From an optimization exercise on the open Yosys and OpenROAD flow, aimed at small area, a short achievable clock period and few clock cycles; shortcuts taken in it are not production practice.
Only simulation tests tie the RTL to the original design; equivalence was not proved.

==> flow/design.v <==
module SP(
	clk,
	rst_n,
	cg_en,
	in_valid,
	in_data,
	in_mode,
	out_valid,
	out_data
);
input		clk;
input		rst_n;
input		in_valid;
input		cg_en;
input [8:0] in_data;
input [2:0] in_mode;
output reg 		  out_valid;
output reg [9:0]  out_data;
integer i;
function sgt;
	input [8:0] a;
	input [8:0] b;
	reg [8:0] u, v;
	integer j;
	begin
		u = {~a[8], a[7:0]};
		v = {~b[8], b[7:0]};
		sgt = 1'b0;
		for (j = 0; j < 9; j = j + 1)
			sgt = (u[j] & ~v[j]) | (~(~u[j] & v[j]) & sgt);
	end
endfunction
reg       busy;
reg [4:0] c;
reg [2:0] mode;
reg       o1, o2;
wire start = in_valid && !busy;
always @(posedge clk or negedge rst_n) begin
	if (!rst_n) busy <= 1'b0;
	else if (start) busy <= 1'b1;
	else if (o2) busy <= 1'b0;
end
always @(posedge clk) begin
	c <= busy ? c + 5'd1 : 5'd0;
	if (start) mode <= in_mode;
end
wire m1 = mode[1];
wire m2 = mode[2];
wire [4:0] nc = c + 5'd1;
reg inph, fen, ins_raw, ins_f, ins_q, clr, lastins;
wire nraw0 = !(in_mode[2] && !in_mode[1]);
always @(posedge clk or negedge rst_n) begin
	if (!rst_n) begin
		inph <= 1'b0; fen <= 1'b0; ins_raw <= 1'b0; ins_f <= 1'b0; ins_q <= 1'b0;
		clr <= 1'b0; lastins <= 1'b0;
	end else begin
		inph    <= start || busy && nc <= 5'd8;
		fen     <= busy && m1 && nc >= 5'd9 && nc <= 5'd17;
		ins_raw <= start && nraw0 ||
		           busy && (m1 ? nc <= 5'd7 : !m2 && nc <= 5'd8);
		ins_f   <= busy && m1 && !m2 && nc >= 5'd10 && nc <= 5'd18;
		ins_q   <= busy && m2 && (m1 ? (nc >= 5'd13 && nc <= 5'd21) : (nc >= 5'd4 && nc <= 5'd12));
		clr     <= busy && m1 && nc == 5'd8;
		lastins <= busy && (m2 ? (m1 ? nc == 5'd21 : nc == 5'd12) : (m1 ? nc == 5'd18 : nc == 5'd8));
	end
end
wire ins = ins_raw || ins_f || ins_q;
reg [7:0] gi;                 
reg       sg;
wire [7:0] gin;
genvar k;
generate for (k = 0; k < 8; k = k + 1) begin : g_gray
	if (k >= 4) assign gin[k] = ^in_data[7:k];
	else assign gin[k] = ^in_data[3:k];
end endgenerate
always @(posedge clk) begin
	gi <= gin;
	sg <= in_data[8];
end
wire [7:0] gb = {gi[7:4], gi[3:0] ^ {4{gi[4]}}};
wire [7:0] gr = {gi[7:4] ^ {1'b0, gi[7:5]}, gi[3:0] ^ {1'b0, gi[3:1]}};    
wire [7:0] nb;
generate for (k = 0; k < 8; k = k + 1) begin : g_neg
	if (k == 0) assign nb[k] = gb[0];
	else assign nb[k] = gb[k] ^ (sg & (|gb[k-1:0]));
end endgenerate
wire signed [8:0] vdec = mode[0] ? {sg & (|gb), nb} : {sg, gr};
reg signed [8:0] S [0:8];
reg signed [8:0] mid;          
reg [7:0] half;                
wire signed [8:0] e = inph ? vdec : S[0];
wire dn = fen && sgt(S[0], mid);
wire up = fen && sgt(mid, S[0]);
wire [8:0] hop = dn ? ~{1'b0, half} : up ? {1'b0, half} : 9'd0;
wire signed [8:0] fe = e + hop + {8'd0, dn};
always @(posedge clk) begin
	for (i = 0; i < 8; i = i + 1) S[i] <= S[i+1];
	S[8] <= fe;
end
wire signed [10:0] s3 = S[6] + S[7] + S[8];
wire signed [8:0] q3;
SP_div3 u_div3(.t(s3), .q(q3));
reg signed [8:0] q;
always @(posedge clk) q <= q3;
wire signed [8:0] x = ins_q ? q : ins_f ? S[8] : vdec;
reg signed [8:0] L [1:5];
reg signed [8:0] mn;
reg [5:1] full;                
reg [5:0] gt;                  
always @(*) begin
	gt[0] = 1'b1;
	for (i = 1; i <= 5; i = i + 1) gt[i] = !full[i] || sgt(x, L[i]);
end
wire signed [8:0] nmax = gt[1] ? x : L[1];
always @(posedge clk) begin
	if (!busy || clr) full <= 5'd0;
	else if (ins) full <= {full[4:1], 1'b1};
	if (ins) begin
		L[1] <= nmax;
		for (i = 2; i <= 5; i = i + 1)
			L[i] <= gt[i-1] ? L[i-1] : (gt[i] ? x : L[i]);
		mn <= nmin;
	end
end
wire signed [8:0] nmin = (!full[1] || sgt(mn, x)) ? x : mn;
wire [9:0] mdiff = nmax - nmin;
wire signed [9:0] msum = nmax + nmin;
always @(posedge clk) begin
	if (clr) begin
		mid <= (msum + {9'd0, msum[9]}) >>> 1;
		half <= mdiff[8:1];
	end
end
always @(posedge clk or negedge rst_n) begin
	if (!rst_n) begin
		o1 <= 1'b0; o2 <= 1'b0;
		out_valid <= 1'b0;
		out_data <= 10'd0;
	end else begin
		o1 <= lastins;
		o2 <= o1;
		out_valid <= lastins | o1 | o2;
		out_data <= lastins ? {nmax[8], nmax} : o1 ? {L[5][8], L[5]} : o2 ? {mn[8], mn} : 10'd0;
	end
end
endmodule
module SP_div3(input [10:0] t, output [8:0] q);
wire [11:0] u;
assign u[8:0] = t[8:0];
assign u[9] = ~t[9];
assign u[10] = ~t[10] ^ t[9];
assign u[11] = ~t[10] & t[9];
wire [1:0] r_0_0 = {1'b0, u[0]};
wire [1:0] r_1_1 = {1'b0, u[1]};
wire [1:0] r_2_2 = {1'b0, u[2]};
wire [1:0] r_3_3 = {1'b0, u[3]};
wire [1:0] r_4_4 = {1'b0, u[4]};
wire [1:0] r_5_5 = {1'b0, u[5]};
wire [1:0] r_6_6 = {1'b0, u[6]};
wire [1:0] r_7_7 = {1'b0, u[7]};
wire [1:0] r_8_8 = {1'b0, u[8]};
wire [1:0] r_9_9 = {1'b0, u[9]};
wire [1:0] r_10_10 = {1'b0, u[10]};
wire [1:0] r_11_11 = {1'b0, u[11]};
wire [1:0] r_11_10 = m3sub(r_10_10, r_11_11);
wire [1:0] r_11_9 = m3sub(r_9_9, r_11_10);
wire [1:0] r_8_7 = m3sub(r_7_7, r_8_8);
wire [1:0] r_8_6 = m3sub(r_6_6, r_8_7);
wire [1:0] r_11_8 = m3sub(r_8_8, r_11_9);
wire [1:0] r_11_7 = m3add(r_11_9, r_8_7);
wire [1:0] r_11_6 = m3sub(r_8_6, r_11_9);
wire [1:0] r_5_4 = m3sub(r_4_4, r_5_5);
wire [1:0] r_5_3 = m3sub(r_3_3, r_5_4);
wire [1:0] r_2_1 = m3sub(r_1_1, r_2_2);
wire [1:0] r_2_0 = m3sub(r_0_0, r_2_1);
wire [1:0] r_5_2 = m3sub(r_2_2, r_5_3);
wire [1:0] r_5_1 = m3add(r_5_3, r_2_1);
wire [1:0] r_5_0 = m3sub(r_2_0, r_5_3);
wire [1:0] r_11_5 = m3sub(r_5_5, r_11_6);
wire [1:0] r_11_4 = m3add(r_11_6, r_5_4);
wire [1:0] r_11_3 = m3sub(r_5_3, r_11_6);
wire [1:0] r_11_2 = m3add(r_11_6, r_5_2);
wire [1:0] r_11_1 = m3sub(r_5_1, r_11_6);
wire [1:0] r_11_0 = m3add(r_11_6, r_5_0);
wire [11:0] qb;
assign qb[11] = 1'b0;
assign qb[0] = r_11_1[1] | (r_11_1[0] & u[0]);
assign qb[1] = r_11_2[1] | (r_11_2[0] & u[1]);
assign qb[2] = r_11_3[1] | (r_11_3[0] & u[2]);
assign qb[3] = r_11_4[1] | (r_11_4[0] & u[3]);
assign qb[4] = r_11_5[1] | (r_11_5[0] & u[4]);
assign qb[5] = r_11_6[1] | (r_11_6[0] & u[5]);
assign qb[6] = r_11_7[1] | (r_11_7[0] & u[6]);
assign qb[7] = r_11_8[1] | (r_11_8[0] & u[7]);
assign qb[8] = r_11_9[1] | (r_11_9[0] & u[8]);
assign qb[9] = r_11_10[1] | (r_11_10[0] & u[9]);
assign qb[10] = r_11_11[1] | (r_11_11[0] & u[10]);
wire neg_rem = t[10] & (r_11_0 != 2'd0);
assign q = qb[8:0] + {8'd0, neg_rem};
function [1:0] m3add(input [1:0] a, input [1:0] b);
  case ({a,b}) 4'b0000: m3add=0; 4'b0001: m3add=1; 4'b0010: m3add=2;
    4'b0100: m3add=1; 4'b0101: m3add=2; 4'b0110: m3add=0;
    4'b1000: m3add=2; 4'b1001: m3add=0; 4'b1010: m3add=1; default: m3add=2'b00; endcase
endfunction
function [1:0] m3sub(input [1:0] b, input [1:0] a);  
  case ({b,a}) 4'b0000: m3sub=0; 4'b0001: m3sub=2; 4'b0010: m3sub=1;
    4'b0100: m3sub=1; 4'b0101: m3sub=0; 4'b0110: m3sub=2;
    4'b1000: m3sub=2; 4'b1001: m3sub=1; 4'b1010: m3sub=0; default: m3sub=2'b00; endcase
endfunction
endmodule
clock: 22.0 ns
lec_check: 0
cap_margin: 20
core_margin: 2
core_utilization: 40
slew_margin: 20
standard.sh (not shown) runs the stock make flow with config.mk's settings and CLKGATE_MAP_FILE= SYNTH_SCRIPT=/design/flow/synth_recipe.tcl, a recipe that flattens the netlist after the stock synthesis.
==> flow/flow/run.sh <==
#!/bin/bash
set -e
bash standard.sh BUFFER_PORTS_ARGS="-buffer_cell sky130_fd_sc_hd__buf_4" SETUP_SLACK_MARGIN=16.5 ABC_AREA=1 CTS_ARGS="-sink_clustering_enable -repair_clock_nets -sink_clustering_size 20 -sink_clustering_max_diameter 120 -dont_use_dummy_load" finish > standard.log 2>&1
The starting point produced a clean layout.
Testbench counts at the start, summed over its fixed seeds: cycles 10,357.
Next try:
--- a/flow/design.v
+++ b/flow/design.v
@@ -46,26 +46,25 @@
 end
 wire m1 = mode[1];
 wire m2 = mode[2];
 wire [4:0] nc = c + 5'd1;
-reg inph, fen, ins_raw, ins_f, ins_q, clr, lastins;
+reg inph, fen, ins_e, ins_q, clr, lastins;
 wire nraw0 = !(in_mode[2] && !in_mode[1]);
 always @(posedge clk or negedge rst_n) begin
 	if (!rst_n) begin
-		inph <= 1'b0; fen <= 1'b0; ins_raw <= 1'b0; ins_f <= 1'b0; ins_q <= 1'b0;
+		inph <= 1'b0; fen <= 1'b0; ins_e <= 1'b0; ins_q <= 1'b0;
 		clr <= 1'b0; lastins <= 1'b0;
 	end else begin
 		inph    <= start || busy && nc <= 5'd8;
-		fen     <= busy && m1 && nc >= 5'd9 && nc <= 5'd17;
-		ins_raw <= start && nraw0 ||
-		           busy && (m1 ? nc <= 5'd7 : !m2 && nc <= 5'd8);
-		ins_f   <= busy && m1 && !m2 && nc >= 5'd10 && nc <= 5'd18;
-		ins_q   <= busy && m2 && (m1 ? (nc >= 5'd13 && nc <= 5'd21) : (nc >= 5'd4 && nc <= 5'd12));
-		clr     <= busy && m1 && nc == 5'd8;
-		lastins <= busy && (m2 ? (m1 ? nc == 5'd21 : nc == 5'd12) : (m1 ? nc == 5'd18 : nc == 5'd8));
-	end
-end
-wire ins = ins_raw || ins_f || ins_q;
+		fen     <= busy && m1 && nc >= 5'd10 && nc <= 5'd18;
+		ins_e   <= start && nraw0 ||
+		           busy && (nc <= 5'd8 ? (m1 || !m2) : (m1 && !m2 && nc >= 5'd10 && nc <= 5'd18));
+		ins_q   <= busy && m2 && (m1 ? (nc >= 5'd13 && nc <= 5'd21) : (nc >= 5'd3 && nc <= 5'd11));
+		clr     <= busy && m1 && nc == 5'd9;
+		lastins <= busy && (m2 ? (m1 ? nc == 5'd21 : nc == 5'd11) : (m1 ? nc == 5'd18 : nc == 5'd8));
+	end
+end
+wire ins = ins_e || ins_q;
 reg [7:0] gi;                 
 reg       sg;
 wire [7:0] gin;
 genvar k;
@@ -96,14 +95,13 @@
 always @(posedge clk) begin
 	for (i = 0; i < 8; i = i + 1) S[i] <= S[i+1];
 	S[8] <= fe;
 end
-wire signed [10:0] s3 = S[6] + S[7] + S[8];
+reg signed [10:0] s3;
+always @(posedge clk) s3 <= S[7] + S[8] + fe;
 wire signed [8:0] q3;
 SP_div3 u_div3(.t(s3), .q(q3));
-reg signed [8:0] q;
-always @(posedge clk) q <= q3;
-wire signed [8:0] x = ins_q ? q : ins_f ? S[8] : vdec;
+wire signed [8:0] x = ins_q ? q3 : fe;
 reg signed [8:0] L [1:5];
 reg signed [8:0] mn;
 reg [5:1] full;                
 reg [5:0] gt;                  
@@ -111,8 +109,9 @@
 	gt[0] = 1'b1;
 	for (i = 1; i <= 5; i = i + 1) gt[i] = !full[i] || sgt(x, L[i]);
 end
 wire signed [8:0] nmax = gt[1] ? x : L[1];
+wire signed [8:0] nmin = (!full[1] || sgt(mn, x)) ? x : mn;
 always @(posedge clk) begin
 	if (!busy || clr) full <= 5'd0;
 	else if (ins) full <= {full[4:1], 1'b1};
 	if (ins) begin
@@ -121,11 +120,10 @@
 			L[i] <= gt[i-1] ? L[i-1] : (gt[i] ? x : L[i]);
 		mn <= nmin;
 	end
 end
-wire signed [8:0] nmin = (!full[1] || sgt(mn, x)) ? x : mn;
-wire [9:0] mdiff = nmax - nmin;
-wire signed [9:0] msum = nmax + nmin;
+wire signed [9:0] msum = L[1] + mn;
+wire [9:0] mdiff = L[1] - mn;
 always @(posedge clk) begin
 	if (clr) begin
 		mid <= (msum + {9'd0, msum[9]}) >>> 1;
 		half <= mdiff[8:1];
After rerunning: Maximum frequency falls by 0.35%; worst setup slack loses 0.019 ns; final cell count is lower by 2.8%; register-to-register slack stays flat.
Testbench counts after the change, summed over its fixed seeds: cycles 10,253.

## port drivers added, routing unchanged
No port has a modelled driver above. Below, the same layouts with a new extraction and two added sets of constraints. Step 1 assumes that a clkbuf_16 drives the clock port and a buf_2 every other input. Step 2 times the ports against the registers' clock, not the clock port: input delays grow and output delays shrink by t, the midpoint of the rising clock arrivals with the driver on. Three values: ideal, step 1, step 2; two values: the first two.
run	shift t [ns]	setup slack, ns	cell pins on the clock port's net
the first run	0.506	16.574 / 16.529 / 16.825	1
the second run	0.513	16.555 / 16.506 / 16.781	1
After both steps every run listed still meets setup and hold.
